Background: an optimization exercise with open tools, aiming at small area, a short achievable clock period and few clock cycles per item. Do not read the settings as production practice.
Only simulation tests tie the RTL to the original design; equivalence was not proved.
Power and IR drop assume default switching activity.

## flow/config.mk

```make
export PLATFORM = sky130hd
export DESIGN_NAME = pyjamask96
export DESIGN_NICKNAME = pyjamask96
export VERILOG_FILES = /design/flow/design.v
export SDC_FILE = /design/flow/constraint.sdc
export NUM_CORES = 4
export LEC_CHECK = 0
export CAP_MARGIN = 20
export CORE_MARGIN = 2
export CORE_UTILIZATION = 40
export CTS_CLUSTER_DIAMETER = 100
export CTS_CLUSTER_SIZE = 30
export PLACE_DENSITY = 0.6
export SETUP_SLACK_MARGIN = 5
export SLEW_MARGIN = 20
```

## flow/constraint.sdc

```tcl
create_clock -name core_clock -period 8.0 [get_ports {clk}]
set_input_delay 1.6000 -clock core_clock [delete_from_list [all_inputs] [get_ports {clk}]]
set_output_delay 1.6000 -clock core_clock [all_outputs]
set_load 0.01 [all_outputs]
```

## flow/flow/run.sh

```bash
#!/bin/bash
set -euo pipefail
MARGIN=5.4
NOX3=1
PLATFORM_DONT_USE=$(sed -n '/^export DONT_USE_CELLS += \\/,/[^\\]$/p' "$FLOW_HOME/platforms/sky130hd/config.mk" | grep -o 'sky130_fd_sc_hd__[a-z0-9_]*' | tr '\n' ' ')
EXTRA=()
if [[ $NOX3 == 1 ]]; then
  EXTRA+=("DONT_USE_CELLS=$PLATFORM_DONT_USE sky130_fd_sc_hd__xor3_1 sky130_fd_sc_hd__xor3_2 sky130_fd_sc_hd__xor3_4 sky130_fd_sc_hd__xnor3_1 sky130_fd_sc_hd__xnor3_2 sky130_fd_sc_hd__xnor3_4")
fi
bash standard.sh "${EXTRA[@]}" SETUP_SLACK_MARGIN=$MARGIN MATCH_CELL_FOOTPRINT=0 finish > orfs_make.log 2>&1
```

## flow/standard.sh

```bash
#!/bin/bash
# synth_recipe.tcl (not shown) runs the flow's synth.tcl, then flattens the netlist and writes it again
# the make line also repeats each setting of config.mk as NAME=value (left out here)
make -C /OpenROAD-flow-scripts/flow DESIGN_CONFIG=/design/flow/config.mk WORK_HOME=/design/flow/orfs CLKGATE_MAP_FILE= SYNTH_SCRIPT=/design/flow/synth_recipe.tcl "${@:-finish}"
```

## flow/design.v

```verilog
`timescale 1ns/1ps
module pyjamask96(
    input clk,
    input reset_n,
    input load,
    input start,
    input [7:0] byte_in,
    input [7:0] byte_key_in,
    output reg valid,
    output reg [7:0] byte_out
    );
    reg         ph_ld, ks1, ph_run, ph_rot;
    reg         sel_run, sel_rot, sel_ld;
    reg         vld;
    reg [7:0]   in_x;
    reg         loading;
    reg         started;
    reg [3:0]   cnt;
    reg [95:0]  state;
    reg [127:0] key;     
    wire [95:0] sl = {state[31:24], state[23:16], state[15:8], state[7:0], state[95:88], state[87:80], state[79:72], state[71:64], state[63:56], state[55:48], state[47:40], state[39:32]};    
    wire [31:0] x0 = sl[95:64], x1 = sl[63:32], x2 = sl[31:0];
    wire [31:0] k0 = key[127:96], k1 = key[95:64], k2 = key[63:32], k3 = key[31:0];
    wire g = sel_run;
    wire [31:0] sb0 = ({32{g}} & x1) ^ ({32{g}} & x0 & x2);
    wire [31:0] sb1 = ({32{g}} & x2) ^ ({32{g}} & (x0 | x1));
    wire [31:0] sb2 = ({32{g}} & x0) ^ ({32{g}} & x1 & ~x2);
    wire [31:0] mr0, mr1, mr2;
    wire [95:0] mr = {mr0, mr1, mr2};
    wire [95:0] rk = {k0, k1, ~k2};
    wire [31:0] ka = k0 ^ k1, kb = k2 ^ k3;
    wire [31:0] kx0 = k1 ^ kb;
    wire [31:0] kmk;
    wire [31:0] kx1 = k0 ^ kb, kx2 = k3 ^ ka, kx3 = k2 ^ ka;
    wire [31:0] nk0 = kmk ^ {24'h0, 4'h8, cnt};
    wire [31:0] nk1 = {kx1[7:0],  kx1[31:8]}  ^ 32'h00006a00;
    wire [31:0] nk2 = {kx2[14:0], kx2[31:15]} ^ 32'h003f0000;
    wire [31:0] nk3 = {kx3[17:0], kx3[31:18]} ^ 32'h24000000;
    wire [31:0] m0_f1;
    assign m0_f1[0] = sb0[0] ^ sb0[5];
    assign m0_f1[1] = sb0[1] ^ sb0[6];
    assign m0_f1[2] = sb0[2] ^ sb0[7];
    assign m0_f1[3] = sb0[3] ^ sb0[8];
    assign m0_f1[4] = sb0[4] ^ sb0[9];
    assign m0_f1[5] = sb0[5] ^ sb0[10];
    assign m0_f1[6] = sb0[6] ^ sb0[11];
    assign m0_f1[7] = sb0[7] ^ sb0[12];
    assign m0_f1[8] = sb0[8] ^ sb0[13];
    assign m0_f1[9] = sb0[9] ^ sb0[14];
    assign m0_f1[10] = sb0[10] ^ sb0[15];
    assign m0_f1[11] = sb0[11] ^ sb0[16];
    assign m0_f1[12] = sb0[12] ^ sb0[17];
    assign m0_f1[13] = sb0[13] ^ sb0[18];
    assign m0_f1[14] = sb0[14] ^ sb0[19];
    assign m0_f1[15] = sb0[15] ^ sb0[20];
    assign m0_f1[16] = sb0[16] ^ sb0[21];
    assign m0_f1[17] = sb0[17] ^ sb0[22];
    assign m0_f1[18] = sb0[18] ^ sb0[23];
    assign m0_f1[19] = sb0[19] ^ sb0[24];
    assign m0_f1[20] = sb0[20] ^ sb0[25];
    assign m0_f1[21] = sb0[21] ^ sb0[26];
    assign m0_f1[22] = sb0[22] ^ sb0[27];
    assign m0_f1[23] = sb0[23] ^ sb0[28];
    assign m0_f1[24] = sb0[24] ^ sb0[29];
    assign m0_f1[25] = sb0[25] ^ sb0[30];
    assign m0_f1[26] = sb0[26] ^ sb0[31];
    assign m0_f1[27] = sb0[27] ^ sb0[0];
    assign m0_f1[28] = sb0[28] ^ sb0[1];
    assign m0_f1[29] = sb0[29] ^ sb0[2];
    assign m0_f1[30] = sb0[30] ^ sb0[3];
    assign m0_f1[31] = sb0[31] ^ sb0[4];
    wire [31:0] m0_f2;
    assign m0_f2[0] = sb0[0] ^ m0_f1[8];
    assign m0_f2[1] = sb0[1] ^ m0_f1[9];
    assign m0_f2[2] = sb0[2] ^ m0_f1[10];
    assign m0_f2[3] = sb0[3] ^ m0_f1[11];
    assign m0_f2[4] = sb0[4] ^ m0_f1[12];
    assign m0_f2[5] = sb0[5] ^ m0_f1[13];
    assign m0_f2[6] = sb0[6] ^ m0_f1[14];
    assign m0_f2[7] = sb0[7] ^ m0_f1[15];
    assign m0_f2[8] = sb0[8] ^ m0_f1[16];
    assign m0_f2[9] = sb0[9] ^ m0_f1[17];
    assign m0_f2[10] = sb0[10] ^ m0_f1[18];
    assign m0_f2[11] = sb0[11] ^ m0_f1[19];
    assign m0_f2[12] = sb0[12] ^ m0_f1[20];
    assign m0_f2[13] = sb0[13] ^ m0_f1[21];
    assign m0_f2[14] = sb0[14] ^ m0_f1[22];
    assign m0_f2[15] = sb0[15] ^ m0_f1[23];
    assign m0_f2[16] = sb0[16] ^ m0_f1[24];
    assign m0_f2[17] = sb0[17] ^ m0_f1[25];
    assign m0_f2[18] = sb0[18] ^ m0_f1[26];
    assign m0_f2[19] = sb0[19] ^ m0_f1[27];
    assign m0_f2[20] = sb0[20] ^ m0_f1[28];
    assign m0_f2[21] = sb0[21] ^ m0_f1[29];
    assign m0_f2[22] = sb0[22] ^ m0_f1[30];
    assign m0_f2[23] = sb0[23] ^ m0_f1[31];
    assign m0_f2[24] = sb0[24] ^ m0_f1[0];
    assign m0_f2[25] = sb0[25] ^ m0_f1[1];
    assign m0_f2[26] = sb0[26] ^ m0_f1[2];
    assign m0_f2[27] = sb0[27] ^ m0_f1[3];
    assign m0_f2[28] = sb0[28] ^ m0_f1[4];
    assign m0_f2[29] = sb0[29] ^ m0_f1[5];
    assign m0_f2[30] = sb0[30] ^ m0_f1[6];
    assign m0_f2[31] = sb0[31] ^ m0_f1[7];
    assign mr0[0] = m0_f1[2] ^ m0_f1[24] ^ sb0[31] ^ m0_f2[0] ^ m0_f2[6];
    assign mr0[1] = m0_f1[3] ^ m0_f1[25] ^ sb0[0] ^ m0_f2[1] ^ m0_f2[7];
    assign mr0[2] = m0_f1[4] ^ m0_f1[26] ^ sb0[1] ^ m0_f2[2] ^ m0_f2[8];
    assign mr0[3] = m0_f1[5] ^ m0_f1[27] ^ sb0[2] ^ m0_f2[3] ^ m0_f2[9];
    assign mr0[4] = m0_f1[6] ^ m0_f1[28] ^ sb0[3] ^ m0_f2[4] ^ m0_f2[10];
    assign mr0[5] = m0_f1[7] ^ m0_f1[29] ^ sb0[4] ^ m0_f2[5] ^ m0_f2[11];
    assign mr0[6] = m0_f1[8] ^ m0_f1[30] ^ sb0[5] ^ m0_f2[6] ^ m0_f2[12];
    assign mr0[7] = m0_f1[9] ^ m0_f1[31] ^ sb0[6] ^ m0_f2[7] ^ m0_f2[13];
    assign mr0[8] = m0_f1[10] ^ m0_f1[0] ^ sb0[7] ^ m0_f2[8] ^ m0_f2[14];
    assign mr0[9] = m0_f1[11] ^ m0_f1[1] ^ sb0[8] ^ m0_f2[9] ^ m0_f2[15];
    assign mr0[10] = m0_f1[12] ^ m0_f1[2] ^ sb0[9] ^ m0_f2[10] ^ m0_f2[16];
    assign mr0[11] = m0_f1[13] ^ m0_f1[3] ^ sb0[10] ^ m0_f2[11] ^ m0_f2[17];
    assign mr0[12] = m0_f1[14] ^ m0_f1[4] ^ sb0[11] ^ m0_f2[12] ^ m0_f2[18];
    assign mr0[13] = m0_f1[15] ^ m0_f1[5] ^ sb0[12] ^ m0_f2[13] ^ m0_f2[19];
    assign mr0[14] = m0_f1[16] ^ m0_f1[6] ^ sb0[13] ^ m0_f2[14] ^ m0_f2[20];
    assign mr0[15] = m0_f1[17] ^ m0_f1[7] ^ sb0[14] ^ m0_f2[15] ^ m0_f2[21];
    assign mr0[16] = m0_f1[18] ^ m0_f1[8] ^ sb0[15] ^ m0_f2[16] ^ m0_f2[22];
    assign mr0[17] = m0_f1[19] ^ m0_f1[9] ^ sb0[16] ^ m0_f2[17] ^ m0_f2[23];
    assign mr0[18] = m0_f1[20] ^ m0_f1[10] ^ sb0[17] ^ m0_f2[18] ^ m0_f2[24];
    assign mr0[19] = m0_f1[21] ^ m0_f1[11] ^ sb0[18] ^ m0_f2[19] ^ m0_f2[25];
    assign mr0[20] = m0_f1[22] ^ m0_f1[12] ^ sb0[19] ^ m0_f2[20] ^ m0_f2[26];
    assign mr0[21] = m0_f1[23] ^ m0_f1[13] ^ sb0[20] ^ m0_f2[21] ^ m0_f2[27];
    assign mr0[22] = m0_f1[24] ^ m0_f1[14] ^ sb0[21] ^ m0_f2[22] ^ m0_f2[28];
    assign mr0[23] = m0_f1[25] ^ m0_f1[15] ^ sb0[22] ^ m0_f2[23] ^ m0_f2[29];
    assign mr0[24] = m0_f1[26] ^ m0_f1[16] ^ sb0[23] ^ m0_f2[24] ^ m0_f2[30];
    assign mr0[25] = m0_f1[27] ^ m0_f1[17] ^ sb0[24] ^ m0_f2[25] ^ m0_f2[31];
    assign mr0[26] = m0_f1[28] ^ m0_f1[18] ^ sb0[25] ^ m0_f2[26] ^ m0_f2[0];
    assign mr0[27] = m0_f1[29] ^ m0_f1[19] ^ sb0[26] ^ m0_f2[27] ^ m0_f2[1];
    assign mr0[28] = m0_f1[30] ^ m0_f1[20] ^ sb0[27] ^ m0_f2[28] ^ m0_f2[2];
    assign mr0[29] = m0_f1[31] ^ m0_f1[21] ^ sb0[28] ^ m0_f2[29] ^ m0_f2[3];
    assign mr0[30] = m0_f1[0] ^ m0_f1[22] ^ sb0[29] ^ m0_f2[30] ^ m0_f2[4];
    assign mr0[31] = m0_f1[1] ^ m0_f1[23] ^ sb0[30] ^ m0_f2[31] ^ m0_f2[5];
    wire [31:0] m1_f1;
    assign m1_f1[0] = sb1[0] ^ sb1[13];
    assign m1_f1[1] = sb1[1] ^ sb1[14];
    assign m1_f1[2] = sb1[2] ^ sb1[15];
    assign m1_f1[3] = sb1[3] ^ sb1[16];
    assign m1_f1[4] = sb1[4] ^ sb1[17];
    assign m1_f1[5] = sb1[5] ^ sb1[18];
    assign m1_f1[6] = sb1[6] ^ sb1[19];
    assign m1_f1[7] = sb1[7] ^ sb1[20];
    assign m1_f1[8] = sb1[8] ^ sb1[21];
    assign m1_f1[9] = sb1[9] ^ sb1[22];
    assign m1_f1[10] = sb1[10] ^ sb1[23];
    assign m1_f1[11] = sb1[11] ^ sb1[24];
    assign m1_f1[12] = sb1[12] ^ sb1[25];
    assign m1_f1[13] = sb1[13] ^ sb1[26];
    assign m1_f1[14] = sb1[14] ^ sb1[27];
    assign m1_f1[15] = sb1[15] ^ sb1[28];
    assign m1_f1[16] = sb1[16] ^ sb1[29];
    assign m1_f1[17] = sb1[17] ^ sb1[30];
    assign m1_f1[18] = sb1[18] ^ sb1[31];
    assign m1_f1[19] = sb1[19] ^ sb1[0];
    assign m1_f1[20] = sb1[20] ^ sb1[1];
    assign m1_f1[21] = sb1[21] ^ sb1[2];
    assign m1_f1[22] = sb1[22] ^ sb1[3];
    assign m1_f1[23] = sb1[23] ^ sb1[4];
    assign m1_f1[24] = sb1[24] ^ sb1[5];
    assign m1_f1[25] = sb1[25] ^ sb1[6];
    assign m1_f1[26] = sb1[26] ^ sb1[7];
    assign m1_f1[27] = sb1[27] ^ sb1[8];
    assign m1_f1[28] = sb1[28] ^ sb1[9];
    assign m1_f1[29] = sb1[29] ^ sb1[10];
    assign m1_f1[30] = sb1[30] ^ sb1[11];
    assign m1_f1[31] = sb1[31] ^ sb1[12];
    wire [31:0] m1_f2;
    assign m1_f2[0] = sb1[0] ^ m1_f1[17];
    assign m1_f2[1] = sb1[1] ^ m1_f1[18];
    assign m1_f2[2] = sb1[2] ^ m1_f1[19];
    assign m1_f2[3] = sb1[3] ^ m1_f1[20];
    assign m1_f2[4] = sb1[4] ^ m1_f1[21];
    assign m1_f2[5] = sb1[5] ^ m1_f1[22];
    assign m1_f2[6] = sb1[6] ^ m1_f1[23];
    assign m1_f2[7] = sb1[7] ^ m1_f1[24];
    assign m1_f2[8] = sb1[8] ^ m1_f1[25];
    assign m1_f2[9] = sb1[9] ^ m1_f1[26];
    assign m1_f2[10] = sb1[10] ^ m1_f1[27];
    assign m1_f2[11] = sb1[11] ^ m1_f1[28];
    assign m1_f2[12] = sb1[12] ^ m1_f1[29];
    assign m1_f2[13] = sb1[13] ^ m1_f1[30];
    assign m1_f2[14] = sb1[14] ^ m1_f1[31];
    assign m1_f2[15] = sb1[15] ^ m1_f1[0];
    assign m1_f2[16] = sb1[16] ^ m1_f1[1];
    assign m1_f2[17] = sb1[17] ^ m1_f1[2];
    assign m1_f2[18] = sb1[18] ^ m1_f1[3];
    assign m1_f2[19] = sb1[19] ^ m1_f1[4];
    assign m1_f2[20] = sb1[20] ^ m1_f1[5];
    assign m1_f2[21] = sb1[21] ^ m1_f1[6];
    assign m1_f2[22] = sb1[22] ^ m1_f1[7];
    assign m1_f2[23] = sb1[23] ^ m1_f1[8];
    assign m1_f2[24] = sb1[24] ^ m1_f1[9];
    assign m1_f2[25] = sb1[25] ^ m1_f1[10];
    assign m1_f2[26] = sb1[26] ^ m1_f1[11];
    assign m1_f2[27] = sb1[27] ^ m1_f1[12];
    assign m1_f2[28] = sb1[28] ^ m1_f1[13];
    assign m1_f2[29] = sb1[29] ^ m1_f1[14];
    assign m1_f2[30] = sb1[30] ^ m1_f1[15];
    assign m1_f2[31] = sb1[31] ^ m1_f1[16];
    wire [31:0] m1_f3;
    assign m1_f3[0] = m1_f2[0] ^ m1_f2[8];
    assign m1_f3[1] = m1_f2[1] ^ m1_f2[9];
    assign m1_f3[2] = m1_f2[2] ^ m1_f2[10];
    assign m1_f3[3] = m1_f2[3] ^ m1_f2[11];
    assign m1_f3[4] = m1_f2[4] ^ m1_f2[12];
    assign m1_f3[5] = m1_f2[5] ^ m1_f2[13];
    assign m1_f3[6] = m1_f2[6] ^ m1_f2[14];
    assign m1_f3[7] = m1_f2[7] ^ m1_f2[15];
    assign m1_f3[8] = m1_f2[8] ^ m1_f2[16];
    assign m1_f3[9] = m1_f2[9] ^ m1_f2[17];
    assign m1_f3[10] = m1_f2[10] ^ m1_f2[18];
    assign m1_f3[11] = m1_f2[11] ^ m1_f2[19];
    assign m1_f3[12] = m1_f2[12] ^ m1_f2[20];
    assign m1_f3[13] = m1_f2[13] ^ m1_f2[21];
    assign m1_f3[14] = m1_f2[14] ^ m1_f2[22];
    assign m1_f3[15] = m1_f2[15] ^ m1_f2[23];
    assign m1_f3[16] = m1_f2[16] ^ m1_f2[24];
    assign m1_f3[17] = m1_f2[17] ^ m1_f2[25];
    assign m1_f3[18] = m1_f2[18] ^ m1_f2[26];
    assign m1_f3[19] = m1_f2[19] ^ m1_f2[27];
    assign m1_f3[20] = m1_f2[20] ^ m1_f2[28];
    assign m1_f3[21] = m1_f2[21] ^ m1_f2[29];
    assign m1_f3[22] = m1_f2[22] ^ m1_f2[30];
    assign m1_f3[23] = m1_f2[23] ^ m1_f2[31];
    assign m1_f3[24] = m1_f2[24] ^ m1_f2[0];
    assign m1_f3[25] = m1_f2[25] ^ m1_f2[1];
    assign m1_f3[26] = m1_f2[26] ^ m1_f2[2];
    assign m1_f3[27] = m1_f2[27] ^ m1_f2[3];
    assign m1_f3[28] = m1_f2[28] ^ m1_f2[4];
    assign m1_f3[29] = m1_f2[29] ^ m1_f2[5];
    assign m1_f3[30] = m1_f2[30] ^ m1_f2[6];
    assign m1_f3[31] = m1_f2[31] ^ m1_f2[7];
    assign mr1[0] = m1_f1[6] ^ m1_f2[1] ^ m1_f3[9];
    assign mr1[1] = m1_f1[7] ^ m1_f2[2] ^ m1_f3[10];
    assign mr1[2] = m1_f1[8] ^ m1_f2[3] ^ m1_f3[11];
    assign mr1[3] = m1_f1[9] ^ m1_f2[4] ^ m1_f3[12];
    assign mr1[4] = m1_f1[10] ^ m1_f2[5] ^ m1_f3[13];
    assign mr1[5] = m1_f1[11] ^ m1_f2[6] ^ m1_f3[14];
    assign mr1[6] = m1_f1[12] ^ m1_f2[7] ^ m1_f3[15];
    assign mr1[7] = m1_f1[13] ^ m1_f2[8] ^ m1_f3[16];
    assign mr1[8] = m1_f1[14] ^ m1_f2[9] ^ m1_f3[17];
    assign mr1[9] = m1_f1[15] ^ m1_f2[10] ^ m1_f3[18];
    assign mr1[10] = m1_f1[16] ^ m1_f2[11] ^ m1_f3[19];
    assign mr1[11] = m1_f1[17] ^ m1_f2[12] ^ m1_f3[20];
    assign mr1[12] = m1_f1[18] ^ m1_f2[13] ^ m1_f3[21];
    assign mr1[13] = m1_f1[19] ^ m1_f2[14] ^ m1_f3[22];
    assign mr1[14] = m1_f1[20] ^ m1_f2[15] ^ m1_f3[23];
    assign mr1[15] = m1_f1[21] ^ m1_f2[16] ^ m1_f3[24];
    assign mr1[16] = m1_f1[22] ^ m1_f2[17] ^ m1_f3[25];
    assign mr1[17] = m1_f1[23] ^ m1_f2[18] ^ m1_f3[26];
    assign mr1[18] = m1_f1[24] ^ m1_f2[19] ^ m1_f3[27];
    assign mr1[19] = m1_f1[25] ^ m1_f2[20] ^ m1_f3[28];
    assign mr1[20] = m1_f1[26] ^ m1_f2[21] ^ m1_f3[29];
    assign mr1[21] = m1_f1[27] ^ m1_f2[22] ^ m1_f3[30];
    assign mr1[22] = m1_f1[28] ^ m1_f2[23] ^ m1_f3[31];
    assign mr1[23] = m1_f1[29] ^ m1_f2[24] ^ m1_f3[0];
    assign mr1[24] = m1_f1[30] ^ m1_f2[25] ^ m1_f3[1];
    assign mr1[25] = m1_f1[31] ^ m1_f2[26] ^ m1_f3[2];
    assign mr1[26] = m1_f1[0] ^ m1_f2[27] ^ m1_f3[3];
    assign mr1[27] = m1_f1[1] ^ m1_f2[28] ^ m1_f3[4];
    assign mr1[28] = m1_f1[2] ^ m1_f2[29] ^ m1_f3[5];
    assign mr1[29] = m1_f1[3] ^ m1_f2[30] ^ m1_f3[6];
    assign mr1[30] = m1_f1[4] ^ m1_f2[31] ^ m1_f3[7];
    assign mr1[31] = m1_f1[5] ^ m1_f2[0] ^ m1_f3[8];
    wire [31:0] m2_f1;
    assign m2_f1[0] = sb2[0] ^ sb2[2];
    assign m2_f1[1] = sb2[1] ^ sb2[3];
    assign m2_f1[2] = sb2[2] ^ sb2[4];
    assign m2_f1[3] = sb2[3] ^ sb2[5];
    assign m2_f1[4] = sb2[4] ^ sb2[6];
    assign m2_f1[5] = sb2[5] ^ sb2[7];
    assign m2_f1[6] = sb2[6] ^ sb2[8];
    assign m2_f1[7] = sb2[7] ^ sb2[9];
    assign m2_f1[8] = sb2[8] ^ sb2[10];
    assign m2_f1[9] = sb2[9] ^ sb2[11];
    assign m2_f1[10] = sb2[10] ^ sb2[12];
    assign m2_f1[11] = sb2[11] ^ sb2[13];
    assign m2_f1[12] = sb2[12] ^ sb2[14];
    assign m2_f1[13] = sb2[13] ^ sb2[15];
    assign m2_f1[14] = sb2[14] ^ sb2[16];
    assign m2_f1[15] = sb2[15] ^ sb2[17];
    assign m2_f1[16] = sb2[16] ^ sb2[18];
    assign m2_f1[17] = sb2[17] ^ sb2[19];
    assign m2_f1[18] = sb2[18] ^ sb2[20];
    assign m2_f1[19] = sb2[19] ^ sb2[21];
    assign m2_f1[20] = sb2[20] ^ sb2[22];
    assign m2_f1[21] = sb2[21] ^ sb2[23];
    assign m2_f1[22] = sb2[22] ^ sb2[24];
    assign m2_f1[23] = sb2[23] ^ sb2[25];
    assign m2_f1[24] = sb2[24] ^ sb2[26];
    assign m2_f1[25] = sb2[25] ^ sb2[27];
    assign m2_f1[26] = sb2[26] ^ sb2[28];
    assign m2_f1[27] = sb2[27] ^ sb2[29];
    assign m2_f1[28] = sb2[28] ^ sb2[30];
    assign m2_f1[29] = sb2[29] ^ sb2[31];
    assign m2_f1[30] = sb2[30] ^ sb2[0];
    assign m2_f1[31] = sb2[31] ^ sb2[1];
    wire [31:0] m2_f2;
    assign m2_f2[0] = sb2[0] ^ m2_f1[9];
    assign m2_f2[1] = sb2[1] ^ m2_f1[10];
    assign m2_f2[2] = sb2[2] ^ m2_f1[11];
    assign m2_f2[3] = sb2[3] ^ m2_f1[12];
    assign m2_f2[4] = sb2[4] ^ m2_f1[13];
    assign m2_f2[5] = sb2[5] ^ m2_f1[14];
    assign m2_f2[6] = sb2[6] ^ m2_f1[15];
    assign m2_f2[7] = sb2[7] ^ m2_f1[16];
    assign m2_f2[8] = sb2[8] ^ m2_f1[17];
    assign m2_f2[9] = sb2[9] ^ m2_f1[18];
    assign m2_f2[10] = sb2[10] ^ m2_f1[19];
    assign m2_f2[11] = sb2[11] ^ m2_f1[20];
    assign m2_f2[12] = sb2[12] ^ m2_f1[21];
    assign m2_f2[13] = sb2[13] ^ m2_f1[22];
    assign m2_f2[14] = sb2[14] ^ m2_f1[23];
    assign m2_f2[15] = sb2[15] ^ m2_f1[24];
    assign m2_f2[16] = sb2[16] ^ m2_f1[25];
    assign m2_f2[17] = sb2[17] ^ m2_f1[26];
    assign m2_f2[18] = sb2[18] ^ m2_f1[27];
    assign m2_f2[19] = sb2[19] ^ m2_f1[28];
    assign m2_f2[20] = sb2[20] ^ m2_f1[29];
    assign m2_f2[21] = sb2[21] ^ m2_f1[30];
    assign m2_f2[22] = sb2[22] ^ m2_f1[31];
    assign m2_f2[23] = sb2[23] ^ m2_f1[0];
    assign m2_f2[24] = sb2[24] ^ m2_f1[1];
    assign m2_f2[25] = sb2[25] ^ m2_f1[2];
    assign m2_f2[26] = sb2[26] ^ m2_f1[3];
    assign m2_f2[27] = sb2[27] ^ m2_f1[4];
    assign m2_f2[28] = sb2[28] ^ m2_f1[5];
    assign m2_f2[29] = sb2[29] ^ m2_f1[6];
    assign m2_f2[30] = sb2[30] ^ m2_f1[7];
    assign m2_f2[31] = sb2[31] ^ m2_f1[8];
    wire [31:0] m2_f3;
    assign m2_f3[0] = m2_f2[0] ^ m2_f2[6];
    assign m2_f3[1] = m2_f2[1] ^ m2_f2[7];
    assign m2_f3[2] = m2_f2[2] ^ m2_f2[8];
    assign m2_f3[3] = m2_f2[3] ^ m2_f2[9];
    assign m2_f3[4] = m2_f2[4] ^ m2_f2[10];
    assign m2_f3[5] = m2_f2[5] ^ m2_f2[11];
    assign m2_f3[6] = m2_f2[6] ^ m2_f2[12];
    assign m2_f3[7] = m2_f2[7] ^ m2_f2[13];
    assign m2_f3[8] = m2_f2[8] ^ m2_f2[14];
    assign m2_f3[9] = m2_f2[9] ^ m2_f2[15];
    assign m2_f3[10] = m2_f2[10] ^ m2_f2[16];
    assign m2_f3[11] = m2_f2[11] ^ m2_f2[17];
    assign m2_f3[12] = m2_f2[12] ^ m2_f2[18];
    assign m2_f3[13] = m2_f2[13] ^ m2_f2[19];
    assign m2_f3[14] = m2_f2[14] ^ m2_f2[20];
    assign m2_f3[15] = m2_f2[15] ^ m2_f2[21];
    assign m2_f3[16] = m2_f2[16] ^ m2_f2[22];
    assign m2_f3[17] = m2_f2[17] ^ m2_f2[23];
    assign m2_f3[18] = m2_f2[18] ^ m2_f2[24];
    assign m2_f3[19] = m2_f2[19] ^ m2_f2[25];
    assign m2_f3[20] = m2_f2[20] ^ m2_f2[26];
    assign m2_f3[21] = m2_f2[21] ^ m2_f2[27];
    assign m2_f3[22] = m2_f2[22] ^ m2_f2[28];
    assign m2_f3[23] = m2_f2[23] ^ m2_f2[29];
    assign m2_f3[24] = m2_f2[24] ^ m2_f2[30];
    assign m2_f3[25] = m2_f2[25] ^ m2_f2[31];
    assign m2_f3[26] = m2_f2[26] ^ m2_f2[0];
    assign m2_f3[27] = m2_f2[27] ^ m2_f2[1];
    assign m2_f3[28] = m2_f2[28] ^ m2_f2[2];
    assign m2_f3[29] = m2_f2[29] ^ m2_f2[3];
    assign m2_f3[30] = m2_f2[30] ^ m2_f2[4];
    assign m2_f3[31] = m2_f2[31] ^ m2_f2[5];
    assign mr2[0] = m2_f1[17] ^ m2_f1[2] ^ m2_f2[1] ^ m2_f3[7];
    assign mr2[1] = m2_f1[18] ^ m2_f1[3] ^ m2_f2[2] ^ m2_f3[8];
    assign mr2[2] = m2_f1[19] ^ m2_f1[4] ^ m2_f2[3] ^ m2_f3[9];
    assign mr2[3] = m2_f1[20] ^ m2_f1[5] ^ m2_f2[4] ^ m2_f3[10];
    assign mr2[4] = m2_f1[21] ^ m2_f1[6] ^ m2_f2[5] ^ m2_f3[11];
    assign mr2[5] = m2_f1[22] ^ m2_f1[7] ^ m2_f2[6] ^ m2_f3[12];
    assign mr2[6] = m2_f1[23] ^ m2_f1[8] ^ m2_f2[7] ^ m2_f3[13];
    assign mr2[7] = m2_f1[24] ^ m2_f1[9] ^ m2_f2[8] ^ m2_f3[14];
    assign mr2[8] = m2_f1[25] ^ m2_f1[10] ^ m2_f2[9] ^ m2_f3[15];
    assign mr2[9] = m2_f1[26] ^ m2_f1[11] ^ m2_f2[10] ^ m2_f3[16];
    assign mr2[10] = m2_f1[27] ^ m2_f1[12] ^ m2_f2[11] ^ m2_f3[17];
    assign mr2[11] = m2_f1[28] ^ m2_f1[13] ^ m2_f2[12] ^ m2_f3[18];
    assign mr2[12] = m2_f1[29] ^ m2_f1[14] ^ m2_f2[13] ^ m2_f3[19];
    assign mr2[13] = m2_f1[30] ^ m2_f1[15] ^ m2_f2[14] ^ m2_f3[20];
    assign mr2[14] = m2_f1[31] ^ m2_f1[16] ^ m2_f2[15] ^ m2_f3[21];
    assign mr2[15] = m2_f1[0] ^ m2_f1[17] ^ m2_f2[16] ^ m2_f3[22];
    assign mr2[16] = m2_f1[1] ^ m2_f1[18] ^ m2_f2[17] ^ m2_f3[23];
    assign mr2[17] = m2_f1[2] ^ m2_f1[19] ^ m2_f2[18] ^ m2_f3[24];
    assign mr2[18] = m2_f1[3] ^ m2_f1[20] ^ m2_f2[19] ^ m2_f3[25];
    assign mr2[19] = m2_f1[4] ^ m2_f1[21] ^ m2_f2[20] ^ m2_f3[26];
    assign mr2[20] = m2_f1[5] ^ m2_f1[22] ^ m2_f2[21] ^ m2_f3[27];
    assign mr2[21] = m2_f1[6] ^ m2_f1[23] ^ m2_f2[22] ^ m2_f3[28];
    assign mr2[22] = m2_f1[7] ^ m2_f1[24] ^ m2_f2[23] ^ m2_f3[29];
    assign mr2[23] = m2_f1[8] ^ m2_f1[25] ^ m2_f2[24] ^ m2_f3[30];
    assign mr2[24] = m2_f1[9] ^ m2_f1[26] ^ m2_f2[25] ^ m2_f3[31];
    assign mr2[25] = m2_f1[10] ^ m2_f1[27] ^ m2_f2[26] ^ m2_f3[0];
    assign mr2[26] = m2_f1[11] ^ m2_f1[28] ^ m2_f2[27] ^ m2_f3[1];
    assign mr2[27] = m2_f1[12] ^ m2_f1[29] ^ m2_f2[28] ^ m2_f3[2];
    assign mr2[28] = m2_f1[13] ^ m2_f1[30] ^ m2_f2[29] ^ m2_f3[3];
    assign mr2[29] = m2_f1[14] ^ m2_f1[31] ^ m2_f2[30] ^ m2_f3[4];
    assign mr2[30] = m2_f1[15] ^ m2_f1[0] ^ m2_f2[31] ^ m2_f3[5];
    assign mr2[31] = m2_f1[16] ^ m2_f1[1] ^ m2_f2[0] ^ m2_f3[6];
    wire [31:0] mk_f1;
    assign mk_f1[0] = kx0[0] ^ kx0[2];
    assign mk_f1[1] = kx0[1] ^ kx0[3];
    assign mk_f1[2] = kx0[2] ^ kx0[4];
    assign mk_f1[3] = kx0[3] ^ kx0[5];
    assign mk_f1[4] = kx0[4] ^ kx0[6];
    assign mk_f1[5] = kx0[5] ^ kx0[7];
    assign mk_f1[6] = kx0[6] ^ kx0[8];
    assign mk_f1[7] = kx0[7] ^ kx0[9];
    assign mk_f1[8] = kx0[8] ^ kx0[10];
    assign mk_f1[9] = kx0[9] ^ kx0[11];
    assign mk_f1[10] = kx0[10] ^ kx0[12];
    assign mk_f1[11] = kx0[11] ^ kx0[13];
    assign mk_f1[12] = kx0[12] ^ kx0[14];
    assign mk_f1[13] = kx0[13] ^ kx0[15];
    assign mk_f1[14] = kx0[14] ^ kx0[16];
    assign mk_f1[15] = kx0[15] ^ kx0[17];
    assign mk_f1[16] = kx0[16] ^ kx0[18];
    assign mk_f1[17] = kx0[17] ^ kx0[19];
    assign mk_f1[18] = kx0[18] ^ kx0[20];
    assign mk_f1[19] = kx0[19] ^ kx0[21];
    assign mk_f1[20] = kx0[20] ^ kx0[22];
    assign mk_f1[21] = kx0[21] ^ kx0[23];
    assign mk_f1[22] = kx0[22] ^ kx0[24];
    assign mk_f1[23] = kx0[23] ^ kx0[25];
    assign mk_f1[24] = kx0[24] ^ kx0[26];
    assign mk_f1[25] = kx0[25] ^ kx0[27];
    assign mk_f1[26] = kx0[26] ^ kx0[28];
    assign mk_f1[27] = kx0[27] ^ kx0[29];
    assign mk_f1[28] = kx0[28] ^ kx0[30];
    assign mk_f1[29] = kx0[29] ^ kx0[31];
    assign mk_f1[30] = kx0[30] ^ kx0[0];
    assign mk_f1[31] = kx0[31] ^ kx0[1];
    wire [31:0] mk_f2;
    assign mk_f2[0] = kx0[0] ^ kx0[11];
    assign mk_f2[1] = kx0[1] ^ kx0[12];
    assign mk_f2[2] = kx0[2] ^ kx0[13];
    assign mk_f2[3] = kx0[3] ^ kx0[14];
    assign mk_f2[4] = kx0[4] ^ kx0[15];
    assign mk_f2[5] = kx0[5] ^ kx0[16];
    assign mk_f2[6] = kx0[6] ^ kx0[17];
    assign mk_f2[7] = kx0[7] ^ kx0[18];
    assign mk_f2[8] = kx0[8] ^ kx0[19];
    assign mk_f2[9] = kx0[9] ^ kx0[20];
    assign mk_f2[10] = kx0[10] ^ kx0[21];
    assign mk_f2[11] = kx0[11] ^ kx0[22];
    assign mk_f2[12] = kx0[12] ^ kx0[23];
    assign mk_f2[13] = kx0[13] ^ kx0[24];
    assign mk_f2[14] = kx0[14] ^ kx0[25];
    assign mk_f2[15] = kx0[15] ^ kx0[26];
    assign mk_f2[16] = kx0[16] ^ kx0[27];
    assign mk_f2[17] = kx0[17] ^ kx0[28];
    assign mk_f2[18] = kx0[18] ^ kx0[29];
    assign mk_f2[19] = kx0[19] ^ kx0[30];
    assign mk_f2[20] = kx0[20] ^ kx0[31];
    assign mk_f2[21] = kx0[21] ^ kx0[0];
    assign mk_f2[22] = kx0[22] ^ kx0[1];
    assign mk_f2[23] = kx0[23] ^ kx0[2];
    assign mk_f2[24] = kx0[24] ^ kx0[3];
    assign mk_f2[25] = kx0[25] ^ kx0[4];
    assign mk_f2[26] = kx0[26] ^ kx0[5];
    assign mk_f2[27] = kx0[27] ^ kx0[6];
    assign mk_f2[28] = kx0[28] ^ kx0[7];
    assign mk_f2[29] = kx0[29] ^ kx0[8];
    assign mk_f2[30] = kx0[30] ^ kx0[9];
    assign mk_f2[31] = kx0[31] ^ kx0[10];
    wire [31:0] mk_f3;
    assign mk_f3[0] = mk_f1[0] ^ mk_f2[8];
    assign mk_f3[1] = mk_f1[1] ^ mk_f2[9];
    assign mk_f3[2] = mk_f1[2] ^ mk_f2[10];
    assign mk_f3[3] = mk_f1[3] ^ mk_f2[11];
    assign mk_f3[4] = mk_f1[4] ^ mk_f2[12];
    assign mk_f3[5] = mk_f1[5] ^ mk_f2[13];
    assign mk_f3[6] = mk_f1[6] ^ mk_f2[14];
    assign mk_f3[7] = mk_f1[7] ^ mk_f2[15];
    assign mk_f3[8] = mk_f1[8] ^ mk_f2[16];
    assign mk_f3[9] = mk_f1[9] ^ mk_f2[17];
    assign mk_f3[10] = mk_f1[10] ^ mk_f2[18];
    assign mk_f3[11] = mk_f1[11] ^ mk_f2[19];
    assign mk_f3[12] = mk_f1[12] ^ mk_f2[20];
    assign mk_f3[13] = mk_f1[13] ^ mk_f2[21];
    assign mk_f3[14] = mk_f1[14] ^ mk_f2[22];
    assign mk_f3[15] = mk_f1[15] ^ mk_f2[23];
    assign mk_f3[16] = mk_f1[16] ^ mk_f2[24];
    assign mk_f3[17] = mk_f1[17] ^ mk_f2[25];
    assign mk_f3[18] = mk_f1[18] ^ mk_f2[26];
    assign mk_f3[19] = mk_f1[19] ^ mk_f2[27];
    assign mk_f3[20] = mk_f1[20] ^ mk_f2[28];
    assign mk_f3[21] = mk_f1[21] ^ mk_f2[29];
    assign mk_f3[22] = mk_f1[22] ^ mk_f2[30];
    assign mk_f3[23] = mk_f1[23] ^ mk_f2[31];
    assign mk_f3[24] = mk_f1[24] ^ mk_f2[0];
    assign mk_f3[25] = mk_f1[25] ^ mk_f2[1];
    assign mk_f3[26] = mk_f1[26] ^ mk_f2[2];
    assign mk_f3[27] = mk_f1[27] ^ mk_f2[3];
    assign mk_f3[28] = mk_f1[28] ^ mk_f2[4];
    assign mk_f3[29] = mk_f1[29] ^ mk_f2[5];
    assign mk_f3[30] = mk_f1[30] ^ mk_f2[6];
    assign mk_f3[31] = mk_f1[31] ^ mk_f2[7];
    assign kmk[0] = kx0[20] ^ mk_f1[23] ^ mk_f3[0] ^ mk_f3[16] ^ mk_f3[28];
    assign kmk[1] = kx0[21] ^ mk_f1[24] ^ mk_f3[1] ^ mk_f3[17] ^ mk_f3[29];
    assign kmk[2] = kx0[22] ^ mk_f1[25] ^ mk_f3[2] ^ mk_f3[18] ^ mk_f3[30];
    assign kmk[3] = kx0[23] ^ mk_f1[26] ^ mk_f3[3] ^ mk_f3[19] ^ mk_f3[31];
    assign kmk[4] = kx0[24] ^ mk_f1[27] ^ mk_f3[4] ^ mk_f3[20] ^ mk_f3[0];
    assign kmk[5] = kx0[25] ^ mk_f1[28] ^ mk_f3[5] ^ mk_f3[21] ^ mk_f3[1];
    assign kmk[6] = kx0[26] ^ mk_f1[29] ^ mk_f3[6] ^ mk_f3[22] ^ mk_f3[2];
    assign kmk[7] = kx0[27] ^ mk_f1[30] ^ mk_f3[7] ^ mk_f3[23] ^ mk_f3[3];
    assign kmk[8] = kx0[28] ^ mk_f1[31] ^ mk_f3[8] ^ mk_f3[24] ^ mk_f3[4];
    assign kmk[9] = kx0[29] ^ mk_f1[0] ^ mk_f3[9] ^ mk_f3[25] ^ mk_f3[5];
    assign kmk[10] = kx0[30] ^ mk_f1[1] ^ mk_f3[10] ^ mk_f3[26] ^ mk_f3[6];
    assign kmk[11] = kx0[31] ^ mk_f1[2] ^ mk_f3[11] ^ mk_f3[27] ^ mk_f3[7];
    assign kmk[12] = kx0[0] ^ mk_f1[3] ^ mk_f3[12] ^ mk_f3[28] ^ mk_f3[8];
    assign kmk[13] = kx0[1] ^ mk_f1[4] ^ mk_f3[13] ^ mk_f3[29] ^ mk_f3[9];
    assign kmk[14] = kx0[2] ^ mk_f1[5] ^ mk_f3[14] ^ mk_f3[30] ^ mk_f3[10];
    assign kmk[15] = kx0[3] ^ mk_f1[6] ^ mk_f3[15] ^ mk_f3[31] ^ mk_f3[11];
    assign kmk[16] = kx0[4] ^ mk_f1[7] ^ mk_f3[16] ^ mk_f3[0] ^ mk_f3[12];
    assign kmk[17] = kx0[5] ^ mk_f1[8] ^ mk_f3[17] ^ mk_f3[1] ^ mk_f3[13];
    assign kmk[18] = kx0[6] ^ mk_f1[9] ^ mk_f3[18] ^ mk_f3[2] ^ mk_f3[14];
    assign kmk[19] = kx0[7] ^ mk_f1[10] ^ mk_f3[19] ^ mk_f3[3] ^ mk_f3[15];
    assign kmk[20] = kx0[8] ^ mk_f1[11] ^ mk_f3[20] ^ mk_f3[4] ^ mk_f3[16];
    assign kmk[21] = kx0[9] ^ mk_f1[12] ^ mk_f3[21] ^ mk_f3[5] ^ mk_f3[17];
    assign kmk[22] = kx0[10] ^ mk_f1[13] ^ mk_f3[22] ^ mk_f3[6] ^ mk_f3[18];
    assign kmk[23] = kx0[11] ^ mk_f1[14] ^ mk_f3[23] ^ mk_f3[7] ^ mk_f3[19];
    assign kmk[24] = kx0[12] ^ mk_f1[15] ^ mk_f3[24] ^ mk_f3[8] ^ mk_f3[20];
    assign kmk[25] = kx0[13] ^ mk_f1[16] ^ mk_f3[25] ^ mk_f3[9] ^ mk_f3[21];
    assign kmk[26] = kx0[14] ^ mk_f1[17] ^ mk_f3[26] ^ mk_f3[10] ^ mk_f3[22];
    assign kmk[27] = kx0[15] ^ mk_f1[18] ^ mk_f3[27] ^ mk_f3[11] ^ mk_f3[23];
    assign kmk[28] = kx0[16] ^ mk_f1[19] ^ mk_f3[28] ^ mk_f3[12] ^ mk_f3[24];
    assign kmk[29] = kx0[17] ^ mk_f1[20] ^ mk_f3[29] ^ mk_f3[13] ^ mk_f3[25];
    assign kmk[30] = kx0[18] ^ mk_f1[21] ^ mk_f3[30] ^ mk_f3[14] ^ mk_f3[26];
    assign kmk[31] = kx0[19] ^ mk_f1[22] ^ mk_f3[31] ^ mk_f3[15] ^ mk_f3[27];
    wire last_load  = ph_ld & loading & (cnt == 4'd15);
    wire last_round = ph_run & (cnt == 4'd14);
    wire last_out   = ph_rot & vld & (cnt == 4'd11);
    wire out_go     = (last_round | (ph_rot & ~vld & (cnt == 4'd11))) & (start | started);
    always @(posedge clk) begin
        sel_ld  <= (ph_ld & ~last_load) | last_out;
        sel_run <= ks1 | (ph_run & ~last_round);
        sel_rot <= (ph_rot & ~last_out) | last_round;
        valid   <= (vld & ~last_out) | out_go;
        in_x    <= byte_in ^ byte_key_in;
    end
    always @(posedge clk or negedge reset_n) begin
        if (!reset_n) begin
            ph_ld   <= 1'b1;
            ks1     <= 1'b0;
            ph_run  <= 1'b0;
            ph_rot  <= 1'b0;
            loading <= 1'b0;
            started <= 1'b0;
            vld     <= 1'b0;
            cnt     <= 4'd0;
        end else begin
            if (ph_ld) begin
                if (!loading) begin
                    started <= 1'b0;
                    if (load) begin
                        loading <= 1'b1;
                        cnt     <= 4'd1;
                    end
                end else begin
                    cnt <= cnt + 4'd1;
                    if (cnt == 4'd15) begin
                        loading <= 1'b0;
                        ph_ld   <= 1'b0;
                        ks1     <= 1'b1;
                    end
                end
            end
            if (ks1) begin
                cnt    <= 4'd1;
                ks1    <= 1'b0;
                ph_run <= 1'b1;
                if (start) started <= 1'b1;
            end
            if (ph_run) begin
                cnt <= cnt + 4'd1;
                if (start) started <= 1'b1;
                if (cnt == 4'd14) begin
                    cnt    <= 4'd0;
                    ph_run <= 1'b0;
                    ph_rot <= 1'b1;
                    if (start | started) vld <= 1'b1;
                end
            end
            if (ph_rot) begin
                cnt <= (cnt == 4'd11) ? 4'd0 : cnt + 4'd1;
                if (start) started <= 1'b1;
                if (cnt == 4'd11) begin
                    if (vld) begin
                        vld    <= 1'b0;
                        ph_rot <= 1'b0;
                        ph_ld  <= 1'b1;
                    end else if (start | started) begin
                        vld    <= 1'b1;
                    end
                end
            end
        end
    end
    wire       rot_in = ks1 | (loading & cnt[3] & cnt[2] & (cnt[1] | cnt[0]));
    wire [7:0] low_in = rot_in ? state[95:88] : in_x;
    wire [95:0] b = sel_run ? {rk[63:56], rk[55:48], rk[47:40], rk[39:32], rk[31:24], rk[23:16], rk[15:8], rk[7:0], rk[95:88], rk[87:80], rk[79:72], rk[71:64]} :
                    sel_rot ? {state[7:0], state[95:8]} :
                             {state[87:0], low_in};
    always @(posedge clk)
        state <= {mr[63:56], mr[55:48], mr[47:40], mr[39:32], mr[31:24], mr[23:16], mr[15:8], mr[7:0], mr[95:88], mr[87:80], mr[79:72], mr[71:64]} ^ b;
    always @(posedge clk) begin
        if (sel_ld)
            key <= {key[119:0], byte_key_in};
        else
            key <= {nk0, nk1, nk2, nk3};
    end
    always @(*) byte_out = state[39:32];
endmodule
```

==> results of run 1 <==
routing by layer:
metal | track usage | routed length (um) | up-vias
met2 | 0.486 | 36700 | 611
met3 | 0.0333 | 4690 | 191
met4 | 0.172 | 5720 | 2
li1 | - | - | 7309
met5 | 0 | 14 | -
met1 | 0.382 | 33300 | 7659
cell type report:
type	instances	area, um2
fill	5028	27700
multi-input combinational	1937	16000
sequential	247	5070
timing repair buffer	89	862
tap	680	851
clock buffer	21	460
clock inverter	7	76.3
inverter	14	52.6
power by group through the flow:
stage	Combinational (W)	Clock (W)	Sequential, W
6_report	0.00100	0.000940	0.00142
3_5_place_dp	0.000933	0	0.00145
4_1_cts	0.000979	0.000952	0.00141
3_3_place_gp	0.000945	0	0.00145
2_1_floorplan	0.000692	0	0.00137
5_1_grt	0.00106	0.000994	0.00142
sequential cells by signal (all words and copies together), names as in the netlist:
signal	flops
ph_ld	1
sel_rot	1
ph_rot	1
valid	1
started	1
sel_ld	1
loading	1
cnt	4
key	128
sel_run	1
vld	1
in_x	8
ph_run	1
state	96
ks1	1
repair_timing:
item                       in CTS  in global routing
gates cloned                    2                  0
pin swaps                       3                 11
setup endpoints to repair     123                 92
gates resized for setup       140                 73
buffers inserted               19                 28
worst max-delay path, stage by stage (launching register included):
cell	delay, ps
dfxtp_1	570
nand2_1	120
xnor2_1	190
nand2_1	400
xor2_2	460
xor2_1	340
xor2_1	390
xnor2_1	120
path summary, 6_finish.rpt:
check                      cells past startpoint   endpoint  slack [ps]       from
setup / recovery                               7  state[23]        5260  state[20]
hold / removal                                 2      ph_ld         520      ph_ld
setup reg to reg                               7  state[23]        5260  state[20]
hold reg to reg                                2      ph_ld         520      ph_ld
max in group asynchronous                      1      ph_ld        6240    reset_n
min in group asynchronous                      1     ph_run        1390    reset_n
cell usage after synthesis (all sizes together) (2+ instances only):
library cell,count,area share
a211oi,27,0.0099
a21oi,80,0.019
a221oi,9,0.0038
a31oi,2,0.00061
a32o,2,0.00097
and3,2,0.00061
buf,47,0.011
clkbuf,41,0.0075
dfrtp,10,0.012
dfxtp,236,0.23
ha,3,0.0018
inv,14,0.0026
mux2,41,0.022
mux2i,56,0.027
nand2,225,0.041
nand3,10,0.0027
nor2,106,0.021
nor2b,59,0.018
nor3,5,0.0012
o21a,3,0.0011
o21ai,134,0.033
or3,7,0.0021
xnor2,950,0.44
xor2,208,0.090
kinds of logic after synthesis:
kind of cell,after synthesis
buffers and inverters,102
flip-flops,247
XOR/XNOR,1158
adder cells (fa/ha/maj),3
AO/OA/AOI/OAI,260
AND/OR/NAND/NOR,419
multiplexers,97
through the flow:
| step | worst slack [ps] | cells | power [W] |
|---|---|---|---|
| after CTS | 5330 | 2967 | 0.00334 |
| after global routing | 5310 | 2995 | 0.00348 |
| after global placement | 4480 | 2918 | 0.00239 |
| after detailed placement | 4530 | 2918 | 0.00238 |
| after floorplan | 5630 | 2286 | 0.00206 |
| final | 5260 | 2995 | 0.00337 |
==> results.txt, run 1 <==
Relative to the synthesized area, the layout overhead comes to 13.7%. For the final-report setup violation count, the log shows 0. After synthesis, the largest family of logic cells by area is XOR/XNOR gates.

The post-synthesis xor/xnor area fraction came out at 0.526. The post-synthesis share of cell area spent on and, or, nand and nor gates was 0.0882. Number of failing hold endpoints at the final stage: 0.

Detailed placement ended at an HPWL of 63400 um. The per-cell routed wire length came out at 26.8 um. Counting flops with a built-in enable in the synthesized netlist gives 0.

Among all flip-flop cells after synthesis, the most frequent one is dfxtp_1. At the end of the flow, the number of nets in the layout was 2328. Each instance of the synthesized netlist takes up on average 9.00 um2. The path class of the tightest hold or removal check is reg -> reg. The run gives 15772 as the total number of vias. For the utilization after layout, the log shows 0.458. The pin count of the biggest net entering global routing was 112; the number of H-tree levels was 1. The first global-routing pass estimated 114000 um of wire.

Sort of element at the end of the critical path: a flip-flop. For this design the ratio of total power to cell area is 144 nW/um2. The post-route fraction of the period consumed by the critical path came out at 0.342.

Summed over all cells, the static leakage comes to 7.65 nW. The combinational share of power is 0.298. The library cell used most frequently in the layout, excluding fill and tap cells, is xnor2_1.

The total placed instance area is 21400 um2. The antenna cell count is 0, and the final-report max-slew violation count is 0. For this design the top-level I/O count stands at 29. The number of I/O port buffers was 28; the count of mapped cells out of synthesis was 2286. The complex-gate fraction of the synthesized area was 0.0696. After detailed routing, the total wire length is 80400 um.

The initial antenna violation count is 1, and the final period demand of the worst path is 2740 ps. At the later pin of the worst-skew pair, clock insertion delay measures 540 ps. Timing would allow up to 366 MHz.

The number of nets with antenna violations after detailed routing was 0; the final setup TNS was 0 ps. At the pin with the least slew margin, the transition time is 1020 ps. The first routing iteration left 1430 violations. The placeable core region is 51100 um2. The net switching share of the total power is 0.357, and the number of clock sinks is 247.

The register clock-pin slew on the reported worst setup and hold paths came out at 100 ps. Synthesis inferred 247 register bits. STA puts the critical path data required time at 8390 ps. From left edge to right edge, the die measures 231 um.

Critical path arrival: 3130 ps. The fraction of registers with async set/reset is 0.0445. The worst-case headroom to the max-slew limit was 0.322; the number of rows created at floorplan was 83. Across the run, the number of max-cap violations was 0. The internal portion of the total power is 0.00217 W. The maximum fanout encountered on the critical timing path works out to 5.

The worst supply voltage drop on vdd came out at 121 uV. TritonCTS built the clock tree. Counting along the longest clock path gives a buffer depth of 3. The analysis attributes to net switching a power of 0.00120 W. Across all hold checks on the routed design, the worst slack comes to 518 ps.

The combined global-route utilization of all metal layers is 0.298. From bottom edge to top edge, the die measures 231 um. The type of origin of the critical path is a flip-flop. The run finished with no timing, DRC or antenna violations.

Routability-driven placement finished with a final weighted congestion of 1.03. Clock tree synthesis selected as its root buffer the cell clkbuf_16. Share of total power in sequential cells: 0.423. The worst setup path is of the reg -> reg kind.

The share of post-route cells with drive strength above 1 works out to 0.160. Setup repair after global routing could not meet its margin everywhere. The run gives 16 as the number of buffers created by CTS. The net count after synthesis is 2309. The library cells used most frequently in the layout, excluding fill and tap cells, are xnor2_1, nand2_1, dfxtp_1. The final setup skew is 34.3 ps, and the via count of the first global-routing pass is 15697. Mux share of post-synthesis cell area: 0.0497. Area of the die: 53300 um2.

For the clock network power share, the log shows 0.279. Yosys mapped the design onto 44 distinct sky130hd cell types. The first detailed-routing pass took 5 iterations.

The via density per instance was 5.27; the total global routing overflow was 0. The run gives 20600 um2 as the cell area after synthesis. Buffers inserted to repair hold after CTS numbered 0. The post-synthesis share of cell area spent on full adders, half adders and majority gates was 0.00182; the Yosys warning count was 1. The sequential cell area fraction in the yosys report is 0.243, and the remaining routing DRC violations is 0. For the starting density of the core, the log shows 0.403. After routing the design area is 23400 um2.
Testbench counts, summed over its fixed seeds: cycles 8,256, blocks 192.
==> run 2, diff against run 1 <==
--- a/flow/flow/run.sh
+++ b/flow/flow/run.sh
@@ -8,3 +8,3 @@
   EXTRA+=("DONT_USE_CELLS=$PLATFORM_DONT_USE sky130_fd_sc_hd__xor3_1 sky130_fd_sc_hd__xor3_2 sky130_fd_sc_hd__xor3_4 sky130_fd_sc_hd__xnor3_1 sky130_fd_sc_hd__xnor3_2 sky130_fd_sc_hd__xnor3_4")
 fi
-bash standard.sh "${EXTRA[@]}" SETUP_SLACK_MARGIN=$MARGIN MATCH_CELL_FOOTPRINT=0 finish > orfs_make.log 2>&1
+bash standard.sh "${EXTRA[@]}" SETUP_SLACK_MARGIN=$MARGIN finish > orfs_make.log 2>&1
--- a/flow/config.mk
+++ b/flow/config.mk
@@ -8,8 +8,8 @@
 export CAP_MARGIN = 20
 export CORE_MARGIN = 2
-export CORE_UTILIZATION = 40
+export CORE_UTILIZATION = 60
 export CTS_CLUSTER_DIAMETER = 100
 export CTS_CLUSTER_SIZE = 30
-export PLACE_DENSITY = 0.6
+export PLACE_DENSITY = 0.75
 export SETUP_SLACK_MARGIN = 5
 export SLEW_MARGIN = 20
==> run 2 against run 1 <==
First-iteration DRC count is 56% higher. Fmax is 2.0% higher. Global-route usage is 12 points higher. Critical path depth is 1 higher. Count of clock-buffer cells in the layout is 6 lower. Via count is 5.1% higher. Flip-flop and latch count stayed put. Still clean on timing, DRC and antenna. Sequential power hardly changed. Sequential share of layout area is 0.099 points higher. Die area is 33% lower. Core utilization is 24 points higher. Worst hold slack better by 5.1 ps.
==> results.txt, run 2 <==
The remaining routing DRC violations was 0 (unchanged). Most common cell after layout, fill and taps aside: xnor2_1 (unchanged). Sequential cell area fraction in the yosys report: 0.243 (unchanged). The tools report the first-iteration detailed-routing DRC count as 2228 (was 1430).

The worst supply voltage drop on vdd was 196 uV (was 121 uV). The class of the worst hold path was reg -> reg (unchanged). Uppermost metal layer occupied by signal nets: met5 (unchanged). The number of H-tree levels came out at 1 (unchanged). The logs give 7.69 nW (was 7.65 nW) for the leakage power summed over all cells and 0 (unchanged) for the final-report max-slew violation count.

The horizontal die dimension works out to 189 um (was 231 um). The most area-hungry cell type in the Yosys netlist was xnor2_1 (unchanged). Slowest cell on the critical path: dfxtp_1 (unchanged). The pin slew with the least headroom to its limit is 986 ps (was 1020 ps). The number of synthesized flops with an enable pin was 0 (unchanged).

The combined global-route utilization of all metal layers came out at 0.420 (was 0.298). The run gives 0 (unchanged) as the number of failing hold endpoints at the final stage. The total number of nets in the final design was 2327 (was 2328); the final period demand of the worst path was 2680 ps (was 2740 ps). For the worst slack on hold paths, the log shows 523 ps (was 518 ps).

The run gives 44 (unchanged) as the number of distinct library cells after synthesis. The routability congestion estimate from global placement is 1.08 (was 1.03), and the starting density of the core is 0.612 (was 0.403). The number of buffers created by CTS is 14 (was 16), and the via density per instance is 6.01 (was 5.27).

Dominant synthesized flop cell: dfxtp_1 (unchanged). The share of post-route cells with drive strength above 1 works out to 0.161 (was 0.160). The synthesized area per cell is 9.00 um2 (unchanged). The cell area after synthesis came out at 20600 um2 (unchanged).

Latest clock arrival within the worst-skew pair: 540 ps (about the same). The achievable clock frequency was 373 MHz (was 366 MHz); the initial antenna violation count was 1 (unchanged). The number of clock sinks is 247 (unchanged).

In this design, the critical path's most frequently occurring cell is xnor2_1. Global-route wire length before repair: 108000 um (was 114000 um). Critical path's largest stage delay: 690 ps (was 570 ps).

The register with the most flip-flops was key (unchanged). The HPWL reported at the end of detailed placement was 58900 um (was 63400 um); the total global routing overflow was 0 (unchanged). The maximum fanout encountered on the critical timing path came out at 5 (unchanged).

TritonCTS built the clock tree. The power density over the cells is 143 nW/um2 (was 144 nW/um2). The most frequent cell after synthesis is xnor2_1 (unchanged).

The number of buffers added to fix hold violations after cts is 0 (unchanged), and the area of the die is 35800 um2 (was 53300 um2). For the I/O pin total, the log shows 29 (unchanged). The run gives 0.00332 W (was 0.00337 W) as the post-route total power. For the post-detailed-routing wire length, the log shows 77700 um (was 80400 um). For the number of nets with antenna violations after detailed routing, the log shows 0 (unchanged).

The flip-flop count of the largest register, all copies and words added works out to 128 (unchanged). Height of the die: 189 um (was 231 um). The layout overhead on the synthesized area is 13.2% (was 13.7%). Most used cells in the layout excluding fill and tap cells: xnor2_1, nand2_1, dfxtp_1 (unchanged). The Yosys warning count was 1 (unchanged). The library cell used as clock root buffer was clkbuf_16 (unchanged). The max-capacitance violation count was 0 (unchanged); the number of detailed-route iterations in the first pass was 6 (was 5). Number of rows created at floorplan: 67 (was 83). The tools report the detailed-routed wire length on met2 as 32700 um (was 36700 um). The worst-case clock buffer depth is 3 (unchanged). Largest registers in the final layout: key x128, state x96, in_x x8 (unchanged).

Fraction of post-synthesis cell area in the top cell type by area: 0.373 (unchanged). The register clock-pin slew on the reported worst setup and hold paths is 110 ps (was 100 ps). The total number of vias was 16572 (was 15772). Number of I/O port buffers: 28 (unchanged). Setup repair after global routing could not meet its margin everywhere. For the final-report setup violation count, the log shows 0 (unchanged).

The post-route fraction of the period consumed by the critical path is 0.335 (was 0.342), and the final setup skew is 20.2 ps (was 34.3 ps). The final setup TNS was 0 ps (unchanged). The register bit total from synthesis was 247 (unchanged); the met1 wire length was 31300 um (was 33300 um).

The run finished with no timing, DRC or antenna violations. The per-cell routed wire length is 28.2 um (was 26.8 um), and the critical path arrival is 3050 ps (was 3130 ps). The run gives 2309 (unchanged) as the net count after synthesis. For the count of mapped cells out of synthesis, the log shows 2286 (unchanged). Critical path class: reg -> reg (unchanged). Cell chain of the critical path: nor2b_1 > xnor2_1 > nor2_4 > xnor2_2 > xnor2_1 > xnor2_1 > xnor2_1 > xnor2_1 (was nand2_1 > xnor2_1 > nand2_1 > xor2_2 > xor2_1 > xor2_1 > xnor2_1). The run gives 15501 (was 15697) as the via count of the first global-routing pass. The type of origin of the critical path was a flip-flop (unchanged). The pin count of the biggest net entering global routing was 126 (was 112). The critical path required time is 8370 ps (was 8390 ps). The worst-case headroom to the max-slew limit is 0.338 (was 0.322). Antenna cell count: 0 (unchanged). Placeable core region: 33600 um2 (was 51100 um2). The fraction of registers with async set/reset is 0.0445 (unchanged), and the wire length on met3 is 9000 um (was 4690 um). Main area contributors after synthesis: xnor2_1, dfxtp_1, xor2_1, xnor2_2, nand2_1 (unchanged). Most frequent cells after synthesis: xnor2_1, dfxtp_1, nand2_1, xor2_1, o21ai_0 (unchanged). The sort of element at the end of the critical path was a flip-flop (unchanged).
==> run 2: power breakdown <==
group	switching (W)	internal [W]	total [W]	leakage, nW
registers	0.000148	0.00129	0.00144	2.12
clock network	0.000518	0.000371	0.000889	0.229
logic	0.000543	0.000451	0.000993	5.34
total	0.00121	0.00211	0.00332	7.69
==> run 2: stage by stage <==
stage / setup WS, ps / cell area [um2] / util / cells
2_1_floorplan: 5630 / 20600 / - / 2286
3_3_place_gp: 4290 / 21100 / 0.627 / 2681
3_5_place_dp: 4310 / 21100 / 0.627 / 2681
4_1_cts: 5330 / 22300 / 0.664 / 2727
5_1_grt: 5310 / 23300 / 0.693 / 2759
6_report: 5320 / 23300 / 0.693 / 2759
==> run 2: path summary, 6_finish.rpt <==
path	cells past startpoint	end	from	slack [ps]
worst max-delay path	8	state[40]	state[58]	5320
worst min-delay path	2	started	started	520
worst max register to register	8	state[40]	state[58]	5320
worst min register to register	2	started	started	520
max in group asynchronous	1	ph_ld	reset_n	6250
min in group asynchronous	1	vld	reset_n	1400
==> run 2: routing by layer <==
layer | GRT usage | up-vias
met5 | 0 | -
met4 | 0.206 | 2
met3 | 0.0882 | 256
met2 | 0.614 | 1037
met1 | 0.585 | 7991
li1 | - | 7286
==> run 2: what timing repair did <==
action / in CTS / in global routing
gates cloned: 0 / 2
pin swaps: 3 / 13
gates resized for setup: 138 / 114
setup endpoints to repair: 116 / 104
buffers inserted: 23 / 30
==> run 2: logic make-up after synthesis <==
kind of cell    count (synthesis)  share of synthesized area
xor+xnor                     1158                      0.526
simple gates                  419                     0.0882
compound gates                260                     0.0696
flops                         247                      0.243
buf+inv                       102                     0.0215
mux                            97                     0.0497
fa+ha+maj                       3                    0.00182
==> run 2: cell type report <==
| class | instances | area (um2) |
|---|---|---|
| tap | 448 | 561 |
| timing repair buffer | 90 | 973 |
| inverter | 14 | 52.6 |
| fill | 2716 | 10300 |
| clock buffer | 15 | 375 |
| sequential | 247 | 5070 |
| clock inverter | 8 | 97.6 |
| multi-input combinational | 1937 | 16200 |
==> run 2: worst max-delay path: cells and delay by family, from the launching register on <==
kind | cells | cell delay (ps)
AND/OR/NAND/NOR | 2 | 210
flip-flops | 1 | 690
XOR/XNOR | 6 | 1630
==> run 3, diff against run 2 <==
--- a/flow/config.mk
+++ b/flow/config.mk
@@ -8,7 +8,8 @@
 export CAP_MARGIN = 20
 export CORE_MARGIN = 2
-export CORE_UTILIZATION = 60
+export CORE_UTILIZATION = 40
 export CTS_CLUSTER_DIAMETER = 100
 export CTS_CLUSTER_SIZE = 30
+export GPL_ROUTABILITY_DRIVEN = 0
 export PLACE_DENSITY = 0.75
 export SETUP_SLACK_MARGIN = 5
==> run 3 against run 2 <==
Final area decreased by 2.0%. Flip-flop and latch count unchanged. First-iteration DRC count rose by 2.7%. Critical path depth did not move. Cell count is 7.5% higher. Sequential share of layout area grew 0.39 points. Register-to-register slack improved by 30 ps. Worst hold slack lost 29 ps. Combinational power decreased by 2.3%. Largest cell class unchanged.
==> results.txt, run 3 <==
Largest registers in the final layout: key x128, state x96, in_x x8 (unchanged). The depth of the worst register-to-register path is 8 (unchanged). The logs give 247 (unchanged) for the number of clock sinks and 5060 um2 (was 5070 um2) for the area occupied by registers. The total placed instance area came out at 21400 um2 (was 21100 um2). The tools report the type of origin of the critical path as a flip-flop (unchanged).

The tools report the internal portion of total power as 0.00205 W (was 0.00211 W). The detailed-routed wire length on met2 was 29900 um (was 32700 um). The flow ran to the end and the layout has no timing, DRC or antenna violations. The register clock-pin slew on the reported worst setup and hold paths works out to 110 ps (about the same).

The number of failing hold endpoints at the final stage is 0 (unchanged). The tools report the pin count of the biggest net entering global routing as 115 (was 126). The tools report the latest clock arrival within the worst-skew pair as 530 ps (was 540 ps). The synthesized area per cell works out to 9.00 um2 (unchanged). The complex-gate fraction of the synthesized area is 0.0696 (unchanged), and the post-synthesis xor/xnor area fraction is 0.526 (unchanged). Setup repair after global routing could not meet its margin everywhere. The mux share of post-synthesis cell area was 0.0497 (unchanged). The placeable core region is 51100 um2 (was 33600 um2), and the leakage power summed over all cells is 7.42 nW (was 7.69 nW). Main area contributors after synthesis: xnor2_1, dfxtp_1, xor2_1, xnor2_2, nand2_1 (unchanged). For the number of buffers added to fix hold violations after cts, the log shows 0 (unchanged).

The number of synthesized flops with an enable pin is 0 (unchanged). The critical path class is reg -> reg (unchanged). The fraction of post-synthesis cell area in the top cell type by area came out at 0.373 (unchanged). The via count of the first global-routing pass was 16036 (was 15501). The tools report the area of the multi-input gates as 15700 um2 (was 16200 um2). The fraction of registers with async set/reset came out at 0.0445 (unchanged). Post-synthesis share of cell area spent on full adders, half adders and majority gates: 0.00182 (unchanged). The dominant combinational cell family by area after synthesis was XOR/XNOR gates (unchanged).

The run gives 2303 (was 2327) as the total number of nets in the final design. The most area-hungry cell type in the Yosys netlist was xnor2_1 (unchanged). The register with the most flip-flops was key (unchanged). The horizontal die dimension is 231 um (was 189 um). The uppermost metal layer occupied by signal nets is met5 (unchanged). The number of distinct library cells after synthesis is 44 (unchanged), and the utilization after layout is 0.447 (was 0.693). Final critical-path setup slack: 5350 ps (was 5320 ps).

The via density per instance came out at 5.58 (was 6.01). The post-route fraction of the period consumed by the critical path was 0.331 (was 0.335); the switching power summed over all nets was 0.00113 W (was 0.00121 W). The worst-case headroom to the max-slew limit came out at 0.308 (was 0.338). Most common cell after layout, fill and taps aside: xnor2_1 (unchanged). Initial antenna violation count: 4 (was 1). Pin slew with the least headroom to its limit: 1040 ps (was 986 ps). First-iteration detailed-routing DRC count: 2289 (was 2228).

The final setup skew came out at 42.8 ps (was 20.2 ps). The tools report the critical path required time as 8420 ps (was 8370 ps). The height of the die is 231 um (was 189 um).
run 3: final timing paths:
check                           startpoint         to  slack (ps)
worst max-delay path             state[15]  state[18]        5350
max in group asynchronous          reset_n      ph_ld        6220
min in group asynchronous          reset_n     cnt[3]        1420
worst max register to register   state[15]  state[18]        5350
worst min-delay path              key[115]   key[123]         490
worst min register to register    key[115]   key[123]         490
run 3: layout make-up:
| type | count | share of cell area |
|---|---|---|
| Tap cell | 680 | 0.0373 |
| Multi-Input combinational cell | 1937 | 0.690 |
| Antenna cell | 1 | 0.000110 |
| Clock buffer | 15 | 0.0146 |
| Inverter | 14 | 0.00252 |
| Timing Repair Buffer | 67 | 0.0312 |
| Clock inverter | 5 | 0.00312 |
| Sequential cell | 247 | 0.221 |
run 3: logic make-up (layout without fill, tap and decap cells):
| kind of cell | count (synthesis) | in the layout |
|---|---|---|
| xor+xnor | 1158 | 1158 |
| other cells | 0 | 1 |
| buf+inv | 102 | 101 |
| mux | 97 | 97 |
| fa+ha+maj | 3 | 3 |
| compound gates | 260 | 260 |
| simple gates | 419 | 419 |
| flops | 247 | 247 |
run 3: power groups by stage:
stage                     clock [W]  sequential [W]  combinational, W
after CTS                  0.000791         0.00140          0.000917
after global placement            0         0.00143          0.000884
after detailed placement          0         0.00143          0.000888
after floorplan                   0         0.00137          0.000692
after global routing       0.000832         0.00141           0.00101
final                      0.000791         0.00142          0.000970
run 3: timing repair:
action | in CTS | in global routing
setup endpoints to repair | 112 | 116
pin swaps | 3 | 4
gates resized for setup | 96 | 65
cloned | 1 | 1
setup buffers | 19 | 14
run 3: critical path, stage by stage, from the launching register on:
cell     delay (ps)
dfxtp_2         510
nand2_1         190
xnor2_4         330
nand2_1         280
xor2_2          320
xor2_1          280
xor2_1          350
xnor2_1         130
xnor2_1         140
run 3: layer usage:
layer,up-vias,GRT usage
met4,4,0.158
met2,1181,0.387
met5,-,0
li1,7246,-
met3,335,0.0762
met1,7796,0.324
run 3: stage by stage:
step	std cells	power, W	hold WS, ps
floorplan	2286	0.00206	464
global placement	2910	0.00232	489
detailed placement	2910	0.00232	506
CTS	2950	0.00311	503
global route	2965	0.00326	545
finish	2966	0.00318	495

what the ideal ports hide:
No port has a modelled driver above. Below, the same layouts with a new extraction and two added sets of constraints.
Step 1, drivers: a clkbuf_16 drives clk and a buf_2 each remaining input, both assumed.
Step 2 moves the port delays by t, midway between the first and last clock arrival at a register: inputs arrive t later, outputs are due t later. That takes back most of the time a late clock gives input paths.
Slacks: ideal / step 1 / step 2; pairs: ideal / step 1.
run	t, ns	setup slack, ns	worst data-port slew with drivers (ns)
run 1	0.583	5.265 / 5.265 / 5.028	0.04
run 2	0.586	5.319 / 5.307 / 5.055	0.04
run 3	0.568	5.349 / 5.298 / 5.108	0.03
After both steps every run listed still meets setup and hold. For run 2, which loses most, drivers alone change the setup slack by -0.012 ns; drivers and shift together by -0.264 ns.
